What follows belongs to an exercise in optimizing a design on an open flow for small area and a short achievable clock period; a production flow would make more cautious choices. Where RTL was checked, it was by simulation tests only, not by an equivalence proof against the original. No functional check of the RTL was part of run 1.

==> flow/design.v, too long to show whole: its modules and the start of the top module <==
// module final_log: 1556 lines
module final_log(clk, reset, base, in_data, out_data);
  // ...
==> flow/flow/run.sh <==
#!/bin/bash
# The standard layout (the standard.sh: ORFS from synthesis to the final
# layout, unchanged), with ORFS's timing repair asked to leave 35 ns of setup
# slack instead of none, so that it sizes and buffers the critical paths.
# The ORFS logs keep each tool's output; run.log keeps make's.
set -euo pipefail
bash standard.sh SETUP_SLACK_MARGIN=35 finish > run.log 2>&1
==> flow/standard.sh <==
#!/bin/bash
# synth_recipe.tcl (not shown) runs the flow's synth.tcl, then flattens the netlist and writes it again
# the make line also repeats each setting of config.mk as NAME=value (left out here)
make -C /OpenROAD-flow-scripts/flow DESIGN_CONFIG=/design/flow/config.mk WORK_HOME=/design/flow/orfs CLKGATE_MAP_FILE= SYNTH_SCRIPT=/design/flow/synth_recipe.tcl "${@:-finish}"
==> flow/config.mk <==
export PLATFORM = sky130hd
export DESIGN_NAME = final_log
export DESIGN_NICKNAME = final_log
export VERILOG_FILES = /design/flow/design.v
export SDC_FILE = /design/flow/constraint.sdc
export NUM_CORES = 4
export LEC_CHECK = 0
export ABC_AREA = 1
export CAP_MARGIN = 20
export CORE_MARGIN = 2
export CORE_UTILIZATION = 40
export SLEW_MARGIN = 20
==> flow/constraint.sdc <==
create_clock -name core_clock -period 60.0 [get_ports {clk}]
set_input_delay 12.0000 -clock core_clock [delete_from_list [all_inputs] [get_ports {clk}]]
set_output_delay 12.0000 -clock core_clock [all_outputs]
set_load 0.01 [all_outputs]
==> flow_metrics.tcl, run 1 <==
set metrics [dict create \
    num_io_pins 68 \
    clkbuf_count 6 \
    nonClockInverterCount 361 \
    crit_type "flop to output port" \
    numCtsBuffers 5 \
    fp.dieH_um 183 \
    avgSynthCellArea_um2 6.74 \
    crit_path_max_incr_delay_ps 500 \
    drc_errors 0 \
    cts_sinks 30 \
    status "complete, no violations" \
    fp.coreArea_mm2 0.0316 \
    synth_top_cell_area_share_pct 17.7 \
    yosysMostFrequentCell "nand2_1" \
    synthMuxAreaShare_pct 0.401 \
    ant_nets 0 \
    grt_first_pass_wirelength_um 55700 \
    nets 2295 \
    sh_seq_area_pct 5.09 \
    dr_wl_met3_um 1360 \
    synth-seq-cells 30 \
    cap_violations 0 \
    slowest_stage "fa_1" \
    tightestPinTransition_ps 928 \
    first_pass_iters 5 \
    synth_simple_gate_area_share_pct 24.9 \
    end_kind "output port" \
    multiInputGateArea_mm2 0.0110 \
    seq_cell_count 30 \
    hp-class "primary input to async pin" \
    tap_cells 402 \
]
==> run 2, diff against run 1 <==
--- a/flow/design.v
+++ b/flow/design.v
@@ -1542,16 +1542,12 @@
     wire [23:0] y = {y_366, y_365, y_364, y_363, y_362, y_361, y_360, y_359, y_358, y_357, y_356, y_355, y_354, y_353, y_352, y_351, y_350, y_349, y_348, y_347, y_346, y_345, y_344, y_343};
     reg [4:0] cnt;
     integer i;
     always @(*) begin
         cnt = 5'd24;
         for (i = 0; i < 24; i = i + 1)
             if (y[i]) cnt = 5'd23 - i;
     end
-    wire [23:0] ys16 = cnt[4] ? {y[7:0], 16'd0} : y;
-    wire [23:0] ys8 = cnt[3] ? {ys16[15:0], 8'd0} : ys16;
-    wire [23:0] ys4 = cnt[2] ? {ys8[19:0], 4'd0} : ys8;
-    wire [23:0] ys2 = cnt[1] ? {ys4[21:0], 2'd0} : ys4;
-    wire [23:0] ys = cnt[0] ? {ys2[22:0], 1'd0} : ys2;
+    wire [23:0] ys = y << cnt;
     wire [7:0] expo = (8'd130 - {3'd0, cnt}) & {8{eq != 4'd9}};    
     always @(*) out_data = invq ? 32'hffffffff : {1'b0, expo, ys[22:3], 3'b0};
 endmodule
==> flow/flow/run.sh (replaced) <==
#!/bin/bash
set -euo pipefail
bash standard.sh SETUP_SLACK_MARGIN=35 "BUFFER_PORTS_ARGS=-buffer_cell sky130_fd_sc_hd__buf_1" SKIP_GATE_CLONING=1 finish > run.log 2>&1
==> flow_metrics.tcl, run 2 <==
set metrics [dict create \
    status "complete, no violations" \
    fp.dieH_um 184 \
    fmax_ghz 0.0416 \
    avgSynthCellArea_um2 6.77 \
    path_max_fanout 18 \
    synth_area_leaders "ha_1, fa_1, nand2_1" \
    largest_register "wq" \
    required_ps 48000 \
    final_cell_mix "nand2_1, inv_1, ha_1" \
    synthArstFlopShare_pct 100 \
    synth_edf_count 0 \
    cpLargestDelayFamily "adder cells" \
    finalSetupViolations 0 \
    synth_common_cells "nand2_1, inv_1, ha_1" \
    path_buf_inv 14 \
    drc_errors 0 \
    syn_to_final_growth_pct 8.28 \
    drtIter0Drc 636 \
    final_core_util_pct 44.2 \
    chipWidth_um 184 \
    slowest_stage "fa_1" \
    drt-total-wl_um 32200 \
    synth_cell_types 64 \
    largest_reg_flops 19 \
    dp_hpwl_um 27100 \
    num_vias 11893 \
    relSlewSlack_pct 39.9 \
    holdBufCountCts 0 \
    clk_pin_slew_ps 60 \
    seq_area_frac_synth_pct 5.82 \
    synth-seq-cells 30 \
    antenna_found_initial 0 \
    gp_congestion 0.922 \
    rows 65 \
    die_area_mm2 0.0338 \
    ant_nets 0 \
    synth_top_area_cell "ha_1" \
    port_buffers 66 \
    cts_root_buffer "clkbuf_16" \
    synth_flop_cell "dfrtp_1" \
    first_pass_iters 6 \
    synth_top_cell_area_share_pct 17.5 \
    hold_viol 0 \
    end_kind "output port" \
    cts_tree "done" \
    synth.yosys.warnings 1 \
    rsz0062_at_grt "no" \
    fin_crit_sh_pct 40.1 \
    tightestPinTransition_ps 892 \
    numCtsBuffers 5 \
    period_needed_ps 24060 \
    grt_max_degree 42 \
    grt_first_pass_wirelength_um 55200 \
    synth_fp_nets 2237 \
    cap_violations 0 \
    vias_per_cell 5.05 \
    crit_type "flop to output port" \
    fp.coreArea_mm2 0.0317 \
    cts_sinks 30 \
    routedWlPerCell_um 13.7 \
    final_common_cell "nand2_1" \
    nets 2280 \
    track_usage_pct 19.6 \
    setup_tns_ps 0 \
    nFillCells 3366 \
    reg_top3 "wq x19, dq x4, eq x4" \
    num_io_pins 68 \
    grt_remaining_overflow 0 \
    drive_gt1_share_pct 8.70 \
    cp_data_arrival_time_ps 12060 \
    yosysMostFrequentCell "nand2_1" \
    hp-class "primary input to async pin" \
    maxSlewViolCount 0 \
    grt_pass1_vias 11620 \
    initial_core_util_pct 40.8 \
    num_antenna_cells 0 \
    crit_top_cell "nand2_1" \
    synth_area_mm2 0.0129 \
    clockBufferDepth 2 \
    syn_inst 1911 \
    crit_path_max_incr_delay_ps 540 \
    start_kind "flop" \
    htreeDepth 2 \
]
run 2: changes by cell type in the layout (fill, tap and decap cells not counted), sizes merged, moves of 5 or more:
cell,change
o211ai,+5
a21oi,-7
clkdlybuf4s50,-44
inv,+13
o21ai,+21
buf,+38
clkdlybuf4s15,-8
nor2,+8
nand2,+7
nand3,-31
dlygate4sd2,-6
run 2: worst max path at each step:
stage / startpoint / endpoint / slack (ps) / cells after the start
2_1_floorplan: wq[5] / out_data[21] / 36000 / 85
3_3_place_gp: wq[5] / out_data[17] / 33780 / 77
3_5_place_dp: wq[5] / out_data[17] / 33630 / 77
4_1_cts: wq[5] / out_data[22] / 35020 / 82
5_1_grt: wq[0] / out_data[22] / 34990 / 85
6_report: wq[0] / out_data[12] / 35940 / 80
run 2: through the flow:
step,cells,cell area [um2],setup WS [ps],hold slack [ps]
5_1_grt,2357,14000,34990,11820
3_3_place_gp,2327,13400,33780,12070
2_1_floorplan,1911,12900,36000,12000
3_5_place_dp,2327,13400,33630,12070
6_report,2357,14000,35940,11750
4_1_cts,2346,13700,35020,11770
run 2: repair_timing:
item,in CTS,in global routing
resized for setup,26,58
endpoints found under the setup margin,28,47
setup buffers,11,11
pin swaps,4,9
run 2: layer usage:
layer,global-route usage (%),wire (um)
met1,26.7,15400
met2,34.1,15100
met3,1.43,1220
met4,3.71,411
met5,0,0
run 2: cell families after synthesis:
family                   after synthesis  synth area share, %
AO/OA/AOI/OAI                        366                 16.7
XOR/XNOR                              69                 4.99
multiplexers                           7                0.561
flip-flops                            30                 5.82
buffers and inverters                429                 13.2
AND/OR/NAND/NOR                      720                 24.3
adder cells (fa/ha/maj)              290                 34.4
run 2: area by class of cell:
type                       count  area, um2  share of cell area [%]
clock buffer                   6        139                   0.992
tap                          402        503                    3.59
multi-input combinational   1452      10700                    76.5
timing repair buffer          94        483                    3.45
clock inverter                 2       12.5                  0.0893
inverter                     371       1410                    10.0
sequential                    30        753                    5.38
run 2: tightest hold or removal path, cell delays in order:
cell and delay (ps):
buf_1 70, inv_1 40, buf_4 340
==> run 3, diff against run 2 <==
--- a/flow/config.mk
+++ b/flow/config.mk
@@ -10,3 +10,6 @@
 export CORE_MARGIN = 2
 export CORE_UTILIZATION = 40
+export CTS_BUF_LIST = sky130_fd_sc_hd__clkbuf_8
+export CTS_CLUSTER_DIAMETER = 200
+export CTS_CLUSTER_SIZE = 30
 export SLEW_MARGIN = 20
==> flow_metrics.tcl, run 3 <==
set metrics [dict create \
    post-place-ws_ps 33630 \
    synth_fp_nets 2237 \
    synth_cell_types 64 \
    synth_common_cells "nand2_1, inv_1, ha_1" \
    path_buf_inv 15 \
    relSlewSlack_pct 39.6 \
    period_needed_ps 24090 \
    fp.dieH_um 184 \
    required_ps 48000 \
    hold_viol 0 \
    grt_pass1_vias 11650 \
    synth_flop_cell "dfrtp_1" \
    maxSlewViolCount 0 \
    chipWidth_um 184 \
    rsz0062_at_grt "no" \
    seq_area_frac_synth_pct 5.82 \
    syn_to_final_growth_pct 7.93 \
    cp_data_arrival_time_ps 12090 \
    hp-class "primary input to async pin" \
    finalSetupViolations 0 \
    synth.yosys.warnings 1 \
    syn_inst 1911 \
    start_kind "flop" \
    clockBufferDepth 2 \
    final_common_cell "nand2_1" \
    status "complete, no violations" \
    largest_register "wq" \
    holdBufCountCts 0 \
    drt-total-wl_um 32100 \
    setup_tns_ps 0 \
    fp.coreArea_mm2 0.0317 \
    dp_hpwl_um 27100 \
    synth-seq-cells 30 \
    end_kind "output port" \
    htreeDepth 2 \
    synth_area_leaders "ha_1, fa_1, nand2_1" \
    cts_tree "done" \
    largest_reg_flops 19 \
    num_io_pins 68 \
    synth_edf_count 0 \
    grt_max_degree 42 \
    vias_per_cell 5.06 \
    final_core_util_pct 44.0 \
    yosysMostFrequentCell "nand2_1" \
    slowest_stage "fa_1" \
    avgSynthCellArea_um2 6.77 \
    synth_top_cell_area_share_pct 17.5 \
    gp_congestion 0.922 \
    num_vias 11917 \
    antenna_found_initial 0 \
    ant_nets 0 \
    synth_area_mm2 0.0129 \
    tightestPinTransition_ps 896 \
    synth_top_area_cell "ha_1" \
    crit_path_max_incr_delay_ps 540 \
    first_pass_iters 5 \
    fmax_ghz 0.0415 \
    numCtsBuffers 5 \
    cap_violations 0 \
    synthArstFlopShare_pct 100 \
    cts_sinks 30 \
    initial_core_util_pct 40.8 \
    drive_gt1_share_pct 8.75 \
    drtIter0Drc 576 \
    port_buffers 66 \
    nets 2280 \
    crit_top_cell "nand2_1" \
    path_max_fanout 18 \
    final_cell_mix "nand2_1, inv_1, ha_1" \
    routedWlPerCell_um 13.6 \
    clk_pin_slew_ps 70 \
    crit_type "flop to output port" \
    cts_root_buffer "clkbuf_8" \
    grt_first_pass_wirelength_um 55200 \
    rows 65 \
    nFillCells 3362 \
    reg_top3 "wq x19, dq x4, eq x4" \
    num_antenna_cells 0 \
    grt_remaining_overflow 0 \
    regArea_um2 753 \
    multiInputGateArea_mm2 0.0107 \
    cpLargestDelayFamily "adder cells" \
    drc_errors 0 \
    die_area_mm2 0.0338 \
    setup_ws_ps 35910 \
    track_usage_pct 19.6 \
    fin_crit_sh_pct 40.1 \
]
-- run 3: layout make-up --
class                      count  share of cell area [%]
multi-input combinational   1452                    76.8
inverter                     371                    10.1
sequential                    30                    5.40
tap                          402                    3.60
timing repair buffer          94                    3.46
clock buffer                   6                   0.592
clock inverter                 2                  0.0896
-- run 3: worst min-delay path, stage by stage --
cell and delay [ps]:
buf_1 70, inv_1 40, buf_4 340
-- run 3: metal layers --
metal  GRT usage (%)  part of all wire [%]
met1            26.7                    48
met2            34.0                    47
met3            1.35                   3.6
met4            4.03                   1.3
met5               0                     0
-- run 3: stage by stage --
stage / instances / instance area, um2 / hold WS [ps]
2_1_floorplan: 1911 / 12900 / 12000
3_3_place_gp: 2327 / 13400 / 12070
3_5_place_dp: 2327 / 13400 / 12070
4_1_cts: 2346 / 13700 / 11740
5_1_grt: 2357 / 14000 / 11790
6_report: 2357 / 14000 / 11730
-- run 3: logic make-up (layout without fill, tap and decap cells) --
kind of cell               count (synthesis)  count (layout)  synth area share [%]
buffers and inverters                    429             473                  13.2
adders and majority gates                290             290                  34.4
and+or+nand+nor                          720             720                  24.3
AOI/OAI and AO/OA                        366             366                  16.7
DFF                                       30              30                  5.82
xor gates and xnor gates                  69              69                  4.99
muxes                                      7               7                 0.561
-- run 3: path summary, 6_finish.rpt --
path	cells after the start	slack, ps	from	to
max in group asynchronous	3	47940	reset	eq[0]
min	3	11730	reset	wq[0]
min in group core_clock	1	11810	in_data[26]	eq[3]
max	81	35910	wq[0]	out_data[12]
-- run 3: what timing repair did --
action / in CTS / in global routing
endpoints found under the setup margin: 28 / 47
cloned: 0 / 0
buffers inserted: 11 / 11
gates resized for setup: 27 / 61
pin swaps: 4 / 9
==> run 4, diff against run 3 <==
==> flow/flow/run.sh (replaced) <==
#!/bin/bash
set -euo pipefail
bash standard.sh SETUP_SLACK_MARGIN=37 "BUFFER_PORTS_ARGS=-buffer_cell sky130_fd_sc_hd__buf_1" SKIP_GATE_CLONING=1 finish > run.log 2>&1
==> flow_metrics.tcl, run 4 <==
set metrics [dict create \
    first_pass_iters 5 \
    num_vias 12734 \
    maxSlewViolCount 0 \
    fp.dieH_um 184 \
    nets 2394 \
    yosysMostFrequentCell "nand2_1" \
    synth-seq-cells 30 \
    synth_flop_cell "dfrtp_1" \
    synth_area_mm2 0.0129 \
    cts_tree "done" \
    synth_common_cells "nand2_1, inv_1, ha_1" \
    avgSynthCellArea_um2 6.77 \
    dp_hpwl_um 26500 \
    grt_max_degree 42 \
    grt_first_pass_wirelength_um 56400 \
    drive_gt1_share_pct 24.6 \
    drtIter0Drc 727 \
    tightestPinTransition_ps 824 \
    vias_per_cell 5.15 \
    nFillCells 3066 \
    largest_reg_flops 19 \
    clk_pin_slew_ps 70 \
    track_usage_pct 19.9 \
    path_buf_inv 13 \
    status "complete, no violations" \
    syn_to_final_growth_pct 25.7 \
    period_needed_ps 23350 \
    crit_top_cell "nand2_4" \
    grt_pass1_vias 12119 \
    design_area_mm2 0.0163 \
    rows 65 \
    end_kind "output port" \
    rsz0062_at_grt "yes" \
    initial_core_util_pct 40.8 \
    synth_edf_count 0 \
    synth_area_leaders "ha_1, fa_1, nand2_1" \
    holdBufCountCts 0 \
    final_core_util_pct 51.3 \
    cts_sinks 30 \
    num_antenna_cells 0 \
    place_area_mm2 0.0136 \
    num_io_pins 68 \
    synth_top_area_cell "ha_1" \
    cap_violations 0 \
    seq_area_frac_synth_pct 5.82 \
    fmax_ghz 0.0428 \
    hold_viol 0 \
    numCtsBuffers 5 \
    fin_crit_sh_pct 38.9 \
    routedWlPerCell_um 14.2 \
    drc_errors 0 \
    gp_congestion 0.941 \
    hp-class "primary input to async pin" \
    regArea_um2 757 \
    clockBufferDepth 2 \
    chipWidth_um 184 \
    path_max_fanout 7 \
    fp.coreArea_mm2 0.0317 \
    drt-total-wl_um 35100 \
    htreeDepth 2 \
    relSlewSlack_pct 44.5 \
    port_buffers 66 \
    crit_type "flop to output port" \
    synth.yosys.warnings 1 \
    synthArstFlopShare_pct 100 \
    final_cell_mix "nand2_1, inv_1, ha_1" \
    crit_path_max_incr_delay_ps 600 \
    slowest_stage "fa_2" \
    cpLargestDelayFamily "simple AND/OR/NAND/NOR gates" \
    hold_slack_ps 11740 \
    multiInputGateArea_mm2 0.0120 \
    required_ps 48000 \
    cp_data_arrival_time_ps 11350 \
    synth_top_cell_area_share_pct 17.5 \
    ant_nets 0 \
    setup_tns_ps 0 \
    cts_root_buffer "clkbuf_8" \
    final_common_cell "nand2_1" \
    largest_register "wq" \
    grt_remaining_overflow 0 \
    die_area_mm2 0.0338 \
    reg_top3 "wq x19, dq x4, eq x4" \
    antenna_found_initial 0 \
    synth_cell_types 64 \
    syn_inst 1911 \
    synth_fp_nets 2237 \
    start_kind "flop" \
    finalSetupViolations 0 \
]
## run 4: cell count changes in the layout (fill, tap and decap cells not counted), moves of 18 or more
cell and change:
buf_4 +94, o21ai_0 -60, nand2_1 -37, o21ai_2 +33, inv_1 -30, buf_1 -26, inv_2 +25, buf_2 +22
ha_4 +19, nand2_4 +18
## run 4: tightest hold or removal path: stages
cell   delay [ps]
buf_1          70
inv_1          40
buf_4         330
## run 4: cell families after synthesis
family	Yosys count	share of synthesized area (%)
adder cells (fa/ha/maj)	290	34.4
multiplexers	7	0.561
AND/OR/NAND/NOR	720	24.3
buffers and inverters	429	13.2
flip-flops	30	5.82
AO/OA/AOI/OAI	366	16.7
XOR/XNOR	69	4.99
## run 4: stage by stage
stage	std cells	setup WS, ps
finish	2471	36650
floorplan	1911	37020
CTS	2407	36830
global placement	2326	34800
global route	2471	36070
detailed placement	2326	34670
## run 4: final timing paths
check                        start           end  slack [ps]  depth (start not counted)
setup / recovery             wq[0]  out_data[22]       36650                         80
hold / removal               reset        wq[16]       11740                          3
max in group asynchronous    reset         eq[0]       47930                          3
min in group core_clock    base[1]         bq[1]       11800                          1
## run 4: what timing repair did
| action | CTS | global route |
|---|---|---|
| setup endpoints to repair | 48 | 48 |
| gates resized for setup | 177 | 256 |
| cloned | 0 | 0 |
| buffers inserted | 73 | 64 |
| pin swaps | 74 | 78 |
## run 4: final cells by class
cell class,count,area share (%)
multi-input cells,1452,73.6
inverters,371,8.80
repair buffers,208,9.24
well taps,402,3.09
clock inverters,2,0.0770
clock buffers,6,0.508
flip-flops and latches,30,4.66
## run 4: layer usage
| metal | track usage (%) | part of all wire (%) | vias up |
|---|---|---|---|
| li1 | - | - | 6445 |
| met1 | 26.1 | 45 | 5948 |
| met2 | 36.1 | 50 | 303 |
| met3 | 1.33 | 3.9 | 38 |
| met4 | 4.00 | 1.4 | 0 |
| met5 | 0 | 0 | - |
==> run 5, diff against run 4 <==
==> flow/flow/run.sh (replaced) <==
#!/bin/bash
# The standard layout, with ORFS's timing repair asked to leave 35 ns of setup
# slack (a 25 ns period) instead of none, so that it sizes and buffers the
# critical paths; every tool's output is kept in the ORFS logs and in run.log.
set -euo pipefail
bash standard.sh SETUP_SLACK_MARGIN=35 finish > run.log 2>&1
--- a/flow/config.mk
+++ b/flow/config.mk
@@ -10,6 +10,3 @@
 export CORE_MARGIN = 2
 export CORE_UTILIZATION = 40
-export CTS_BUF_LIST = sky130_fd_sc_hd__clkbuf_8
-export CTS_CLUSTER_DIAMETER = 200
-export CTS_CLUSTER_SIZE = 30
 export SLEW_MARGIN = 20
==> flow_metrics.tcl, run 5 <==
set metrics [dict create \
    status "complete, no violations" \
    fp.coreArea_mm2 0.0317 \
    chipWidth_um 184 \
    crit_path_max_incr_delay_ps 620 \
    fin_crit_sh_pct 40.5 \
    rsz0062_at_grt "yes" \
    yosysMostFrequentCell "nand2_1" \
    synth_top_cell_area_share_pct 17.5 \
    synth.yosys.warnings 1 \
    drc_errors 0 \
    numCtsBuffers 5 \
    synth_cell_types 64 \
    path_max_fanout 28 \
    relSlewSlack_pct 37.7 \
    drive_gt1_share_pct 9.55 \
    drtIter0Drc 673 \
    hp-class "primary input to async pin" \
    synth_area_mm2 0.0129 \
    port_buffers 66 \
    startpoint "wq[0]" \
    synth_common_cells "nand2_1, inv_1, ha_1" \
    htreeDepth 2 \
    largest_reg_flops 19 \
    required_ps 48000 \
    rows 65 \
    nets 2293 \
    cp_data_arrival_time_ps 12270 \
    initial_core_util_pct 40.8 \
    synth-seq-cells 30 \
    cts_sinks 30 \
    end_kind "output port" \
    period_needed_ps 24270 \
    first_pass_iters 7 \
    vias_per_cell 5.04 \
    synth_fp_nets 2237 \
    synth_edf_count 0 \
    dp_hpwl_um 26900 \
    final_cell_mix "nand2_1, inv_1, ha_1" \
    finalSetupViolations 0 \
    grt_remaining_overflow 0 \
    cts_tree "done" \
    drt-total-wl_um 32300 \
    holdBufCountCts 0 \
    largest_register "wq" \
    syn_inst 1911 \
    track_usage_pct 19.3 \
    synth_top_area_cell "ha_1" \
    fmax_ghz 0.0412 \
    avgSynthCellArea_um2 6.77 \
    seq_area_frac_synth_pct 5.82 \
    grt_first_pass_wirelength_um 54600 \
    crit_type "flop to output port" \
    maxSlewViolCount 0 \
    num_io_pins 68 \
    num_antenna_cells 0 \
    num_vias 11942 \
    die_area_mm2 0.0338 \
    hold_viol 0 \
    tightestPinTransition_ps 925 \
    setup_ws_ps 35730 \
    grt_pass1_vias 11658 \
    cts_root_buffer "clkbuf_16" \
    clockBufferDepth 2 \
    reg_top3 "wq x19, dq x4, eq x4" \
    post-place-ws_ps 33370 \
    antenna_found_initial 0 \
    ant_nets 0 \
    fp.dieH_um 184 \
    synthArstFlopShare_pct 100 \
    final_common_cell "nand2_1" \
    setup_tns_ps 0 \
    syn_to_final_growth_pct 13.7 \
    synth_flop_cell "dfrtp_1" \
    clk_pin_slew_ps 60 \
    routedWlPerCell_um 13.6 \
    gp_congestion 0.935 \
    slowest_stage "o21ai_0" \
    start_kind "flop" \
    cap_violations 0 \
    synth_area_leaders "ha_1, fa_1, nand2_1" \
    grt_max_degree 42 \
]
-- run 5: path summary, 6_finish.rpt --
kind / to / depth (start not counted)
max in group asynchronous: eq[0] / 3
min in group core_clock: bq[1] / 1
min: wq[14] / 3
max: out_data[25] / 78
-- run 5: layer usage --
metal / up-vias / wire (um) / GRT usage, %
met5: - / 0 / 0
met4: 0 / 359 / 3.62
met3: 29 / 1250 / 1.05
met2: 262 / 15400 / 34.2
met1: 5411 / 15300 / 26.2
li1: 6240 / - / -
-- run 5: timing repair --
action | in CTS | in global routing
buffers inserted | 14 | 15
pin swaps | 5 | 15
gates cloned | 3 | 2
setup endpoints to repair | 28 | 48
resized for setup | 42 | 80
-- run 5: metrics by stage --
| step | instance area [um2] | hold slack (ps) | instances | utilization [%] |
|---|---|---|---|---|
| 5_1_grt | 14700 | 12160 | 2370 | 46.3 |
| 4_1_cts | 14300 | 12110 | 2353 | 45.1 |
| 3_5_place_dp | 13800 | 12410 | 2328 | 43.6 |
| 3_3_place_gp | 13800 | 12400 | 2328 | 43.6 |
| 2_1_floorplan | 12900 | 12000 | 1911 | - |
| 6_report | 14700 | 12090 | 2370 | 46.3 |
-- run 5: layout make-up --
type                    count  area (um2)
clock buffers               6         139
clock inverters             2        60.1
fillers                  3249       17000
inverters                 371        1410
multi-input cells        1454       10800
flip-flops and latches     30         753
well taps                 402         503
repair buffers            104        1020
repair inverters            1        7.51
-- run 5: cell families after synthesis --
group | count (synthesis) | synth area share, %
compound gates | 366 | 16.7
xor+xnor | 69 | 4.99
fa+ha+maj | 290 | 34.4
buf+inv | 429 | 13.2
flops | 30 | 5.82
mux | 7 | 0.561
simple gates | 720 | 24.3
-- run 5: worst max-delay path, delay by kind of cell, from the launching register on --
family / cells / cell delay, ps
xor+xnor: 2 / 410
flops: 1 / 350
simple gates: 38 / 4100
buf+inv: 15 / 1890
compound gates: 13 / 1950
fa+ha+maj: 10 / 3210

[static timing again, ports no longer ideal]
No port has a modelled driver above. Below, the same layouts with a new extraction and two added sets of constraints. Step 1: set_driving_cell puts a clkbuf_16 on clk and a buf_2 on each other input, an assumption about the parent block. Step 2, shift: input delay + t, output delay - t, t = (earliest + latest rising clock arrival at the registers) / 2. This alone moves slack from input paths to output paths. Three values: no drivers, after step 1, after step 2; two values: the first two.
run | shift t [ns] | slack for setup (ns) | worst setup path after step 2 | clock arrival spread, ns | slew at the worst register clock pin (ns)
run 1 | 0.322 | 35.847 / 35.807 / 35.809 | input to register | 0.009 / 0.009 | 0.06 / 0.06
run 2 | 0.327 | 35.941 / 35.898 / 36.172 | input to register | 0.009 / 0.008 | 0.06 / 0.06
run 3 | 0.336 | 35.915 / 35.880 / 36.177 | input to register | 0.014 / 0.014 | 0.07 / 0.07
run 4 | 0.327 | 36.654 / 36.618 / 36.945 | register to output | 0.008 / 0.008 | 0.07 / 0.07
run 5 | 0.327 | 35.728 / 35.689 / 35.899 | input to register | 0.009 / 0.009 | 0.06 / 0.06
After both steps every run listed still meets setup and hold. For run 1, which loses most, drivers alone change the setup slack by -0.040 ns; drivers and shift together by -0.038 ns.
